What follows belongs to an exercise in optimizing a design on an open flow for small area; a production flow would make more cautious choices.
Function was checked by simulation only, so behaviour that the tests miss may differ from the original.
No driver is modelled on the clock port, so clock power and skew are understated where the tree is cut down; a real chip needs a root buffer or a tree.
Power figures rest on the tool's default switching activity, not on a simulated workload.

==> flow/design.v (excerpt) <==
module mac_row (
    clk, reset, execute, load, a_select,
    nzero_weights_flat, w_indexes_flat,
    in_activation_flat, in_psum_flat, act_index_flat,
    final_psum_flat, load_out
);
    input clk, reset, execute, load, a_select;
    input [31:0] nzero_weights_flat;
    input [15:0] w_indexes_flat;
    input [7:0] in_activation_flat;
    input [79:0] in_psum_flat;
    input [3:0] act_index_flat;
    output [79:0] final_psum_flat;
    output load_out;
    reg execute_q, load_q;
    reg [3:0] a1, a2, w1_0, w1_1, w2_1;
    reg [4:0] w2_0;
    reg [1:0] c1_0, c1_1, c2_0, c2_1;
    reg [19:0] psum0, psum1, psum2, psum3;
    wire [1:0] idx = a_select ? act_index_flat[3:2] : act_index_flat[1:0];
    wire [3:0] act = a_select ? in_activation_flat[7:4] : in_activation_flat[3:0];
    wire [3:0] oh = {4{execute}} & {idx == 2'd3, idx == 2'd2, idx == 2'd1, idx == 2'd0};
    wire hold = ~execute;
    wire [3:0] sw0, sw1;
    wire [1:0] sc0, sc1;
    genvar b;
    generate
        for (b = 0; b < 4; b = b + 1) begin : PW
            mac_pick u0 (.s(oh), .d({nzero_weights_flat[12+b], nzero_weights_flat[8+b], nzero_weights_flat[4+b], nzero_weights_flat[b]}), .h(hold), .q(w1_0[b]), .y(sw0[b]));
            mac_pick u1 (.s(oh), .d({nzero_weights_flat[28+b], nzero_weights_flat[24+b], nzero_weights_flat[20+b], nzero_weights_flat[16+b]}), .h(hold), .q(w1_1[b]), .y(sw1[b]));
        end
        for (b = 0; b < 2; b = b + 1) begin : PC
            mac_pick u0 (.s(oh), .d({w_indexes_flat[6+b], w_indexes_flat[4+b], w_indexes_flat[2+b], w_indexes_flat[b]}), .h(hold), .q(c1_0[b]), .y(sc0[b]));
            mac_pick u1 (.s(oh), .d({w_indexes_flat[14+b], w_indexes_flat[12+b], w_indexes_flat[10+b], w_indexes_flat[8+b]}), .h(hold), .q(c1_1[b]), .y(sc1[b]));
        end
    endgenerate
    wire eq1 = (c1_0 == c1_1);
    wire [3:0] w1e = w1_1 & {4{eq1}};
    wire [4:0] ws;
    wire [4:0] wk;
    mac_ha s0 (.a(w1_0[0]), .b(w1e[0]), .s(ws[0]), .co(wk[1]));
    genvar i;
    generate
        for (i = 1; i < 4; i = i + 1) begin : WSUM
  ...
For scale: about 120 flip-flops, roughly 5900 um2 of cells after synthesis.
==> flow/config.mk <==
export PLATFORM = sky130hd
export DESIGN_NAME = mac_row
export DESIGN_NICKNAME = mac_row
export VERILOG_FILES = /design/flow/design.v
export SDC_FILE = /design/flow/constraint.sdc
export NUM_CORES = 4
export LEC_CHECK = 0
export CAP_MARGIN = 20
export CORE_MARGIN = 2
export CORE_UTILIZATION = 70
export SLEW_MARGIN = 20
export SYNTH_HIERARCHICAL = 1
==> flow/constraint.sdc <==
create_clock -name core_clock -period 8.0 [get_ports {clk}]
set_input_delay 1.6000 -clock core_clock [delete_from_list [all_inputs] [get_ports {clk}]]
set_output_delay 1.6000 -clock core_clock [all_outputs]
set_load 0.01 [all_outputs]
standard.sh (not shown) runs the stock make flow with config.mk's settings and CLKGATE_MAP_FILE= SYNTH_SCRIPT=/design/flow/synth_recipe.tcl, a recipe that flattens the netlist after the stock synthesis.
==> flow/flow/run.sh <==
#!/bin/bash
# Layout flow: the standard ORFS flow (standard.sh) with two changes:
#  - port buffers use the smallest buffer cell (buffer_ports -buffer_cell)
#  - the clock tree is built by flow/cts_tree.tcl instead of TritonCTS
set -euo pipefail
cd "$(dirname "$0")/.."
export BUFFER_PORTS_ARGS="-buffer_cell sky130_fd_sc_hd__buf_1"
export PRE_CTS_TCL="$PWD/flow/cts_tree.tcl"
export CLK_LEAVES=${CLK_LEAVES:-6}
export CLK_BUF=${CLK_BUF:-sky130_fd_sc_hd__clkbuf_8}
export CLK_ROOT_BUF=${CLK_ROOT_BUF:-sky130_fd_sc_hd__clkbuf_4}
bash standard.sh > standard.log 2>&1
==> flow/flow/cts_tree.tcl <==
# Hook sourced by ORFS's cts.tcl before clock_tree_synthesis (PRE_CTS_TCL).
# It replaces TritonCTS with a small balanced tree built by hand: the clock
# port drives one root buffer (CLK_ROOT_BUF), which drives CLK_LEAVES leaf
# buffers (CLK_BUF). The registers are split into CLK_LEAVES groups of equal
# size by recursive bisection of their placement, and each leaf buffer sits at
# the centre of its group.
proc mk_clock_tree {args} {
  set db [ord::get_db]
  set block [ord::get_db_block]
  set k $::env(CLK_LEAVES)
  set master [$db findMaster $::env(CLK_BUF)]
  set bt [$block findBTerm clk]
  set net [$bt getNet]
  set sinks [list]
  set xs [list]
  set ys [list]
  foreach it [$net getITerms] {
    set bb [[$it getInst] getBBox]
    lappend sinks $it
    lappend xs [expr {([$bb xMin] + [$bb xMax]) / 2}]
    lappend ys [expr {([$bb yMin] + [$bb yMax]) / 2}]
  }
  set n [llength $sinks]
  # split the registers into k groups of equal size by recursive bisection
  # along the longer side of each group's bounding box
  set groups [list [list 0 $k [lsearch -all -integer -not $xs -999999999]]]
  set asg [lrepeat $n 0]
  while {[llength $groups] > 0} {
    set g [lindex $groups 0]
    set groups [lrange $groups 1 end]
    lassign $g c0 kk idx
    if {$kk == 1} {
      foreach i $idx { lset asg $i $c0 }
      continue
    }
    set minx 1e18; set maxx -1e18; set miny 1e18; set maxy -1e18
    foreach i $idx {
      set x [lindex $xs $i]; set y [lindex $ys $i]
      if {$x < $minx} {set minx $x}; if {$x > $maxx} {set maxx $x}
      if {$y < $miny} {set miny $y}; if {$y > $maxy} {set maxy $y}
    }
    set keys [list]
    foreach i $idx {
      if {$maxx - $minx >= $maxy - $miny} { lappend keys [list $i [lindex $xs $i]] } else { lappend keys [list $i [lindex $ys $i]] }
    }
    set keys [lsort -real -index 1 $keys]
    set k1 [expr {$kk / 2}]
    set n1 [expr {int(round(double([llength $idx]) * $k1 / $kk))}]
    set a [list]; set b [list]
    set j 0
    foreach e $keys { if {$j < $n1} { lappend a [lindex $e 0] } else { lappend b [lindex $e 0] }; incr j }
    lappend groups [list $c0 $k1 $a] [list [expr {$c0 + $k1}] [expr {$kk - $k1}] $b]
  }
  for {set c 0} {$c < $k} {incr c} { set sx($c) 0; set sy($c) 0; set cnt($c) 0 }
  for {set i 0} {$i < $n} {incr i} {
    set c [lindex $asg $i]
    set sx($c) [expr {$sx($c) + [lindex $xs $i]}]
    set sy($c) [expr {$sy($c) + [lindex $ys $i]}]
    incr cnt($c)
  }
  set cx [list]; set cy [list]
  for {set c 0} {$c < $k} {incr c} {
    lappend cx [expr {$sx($c) / max(1, $cnt($c))}]; lappend cy [expr {$sy($c) / max(1, $cnt($c))}]
  }
  # optional root buffer between the port and the leaf buffers
  set src $net
  if {[info exists ::env(CLK_ROOT_BUF)] && $::env(CLK_ROOT_BUF) ne ""} {
    set r [odb::dbInst_create $block [$db findMaster $::env(CLK_ROOT_BUF)] "clkbuf_root"]
    set rn [odb::dbNet_create $block "clknet_root"]
    $rn setSigType CLOCK
    set mx 0; set my 0
    for {set c 0} {$c < $k} {incr c} { set mx [expr {$mx + [lindex $cx $c] / $k}]; set my [expr {$my + [lindex $cy $c] / $k}] }
    [$r findITerm A] connect $net
    [$r findITerm X] connect $rn
    $r setLocation [expr {int($mx)}] [expr {int($my)}]
    $r setPlacementStatus PLACED
    set src $rn
  }
  for {set c 0} {$c < $k} {incr c} {
    set b [odb::dbInst_create $block $master "clkbuf_leaf_$c"]
    set ln [odb::dbNet_create $block "clknet_leaf_$c"]
    $ln setSigType CLOCK
    [$b findITerm A] connect $src
    [$b findITerm X] connect $ln
    $b setLocation [expr {int([lindex $cx $c])}] [expr {int([lindex $cy $c])}]
    $b setPlacementStatus PLACED
    set leafnet($c) $ln
    puts "clock leaf $c: $cnt($c) registers"
  }
  for {set i 0} {$i < $n} {incr i} {
    set it [lindex $sinks $i]
    $it disconnect
    $it connect $leafnet([lindex $asg $i])
  }
  global_connect
}

rename clock_tree_synthesis triton_clock_tree_synthesis
proc clock_tree_synthesis {args} {
  puts "manual clock tree instead of: clock_tree_synthesis $args"
  mk_clock_tree
}
The baseline produced a clean layout.
==> next run, changes <==
CORE_UTILIZATION = 75   (was 70)
After rerunning: Via count increases by 6.5%; sequential share of layout area stays flat; total power increases by 2.1%; routed wire length increases by 17%; cell area stays flat; register-to-register slack loses 0.15 ns; clock power increases by about 3%; first-iteration DRC count increases by 43%; global-route usage increases by 7.9 points.
==> next run, changes <==
--- a/flow/flow/run.sh
+++ b/flow/flow/run.sh
@@ -7,5 +7,5 @@
 export BUFFER_PORTS_ARGS="-buffer_cell sky130_fd_sc_hd__buf_1"
 export PRE_CTS_TCL="$PWD/flow/cts_tree.tcl"
-export CLK_LEAVES=${CLK_LEAVES:-6}
+export CLK_LEAVES=${CLK_LEAVES:-7}
 export CLK_BUF=${CLK_BUF:-sky130_fd_sc_hd__clkbuf_8}
 export CLK_ROOT_BUF=${CLK_ROOT_BUF:-sky130_fd_sc_hd__clkbuf_4}
CORE_UTILIZATION = 70   (was 75)
What happened: The new run completed without violations; final area is about the same; total power barely changes; hold slack gets worse by 0.0077 ns; critical path depth does not change; wire length decreases by 13%; sequential share of layout area hardly moves; flip-flop and latch count stays the same.
No run of this note takes its clock network from TritonCTS; it comes from the design's own scripts or RTL.

==> port drivers added, routing unchanged <==
In the flow no input, the clock included, has a driving cell. The finished layouts below were timed again as built, in two steps. Step 1, drivers: a clkbuf_16 drives clk and a buf_2 each remaining input, both assumed. Step 2 adds t to the input delays and takes it off the output delays; t is the mean of the earliest and latest rising clock arrival at the registers after step 1. Input paths then give back, and output paths get back, about the clock's delay inside the block. a / b / c = ideal / step 1 / step 2; a / b = the first two.
run | shift t [ns] | setup slack, ns | slew at the worst register clock pin (ns) | worst slew at a driven data input, ns
the first run | 0.477 | 1.074 / 1.074 / 1.074 | 0.12 / 0.12 | 0.05
the second run | 0.482 | 0.925 / 0.925 / 0.925 | 0.12 / 0.12 | 0.06
the third run | 0.494 | 1.069 / 1.069 / 1.069 | 0.10 / 0.10 | 0.05
After both steps setup and hold are still met in every run listed.
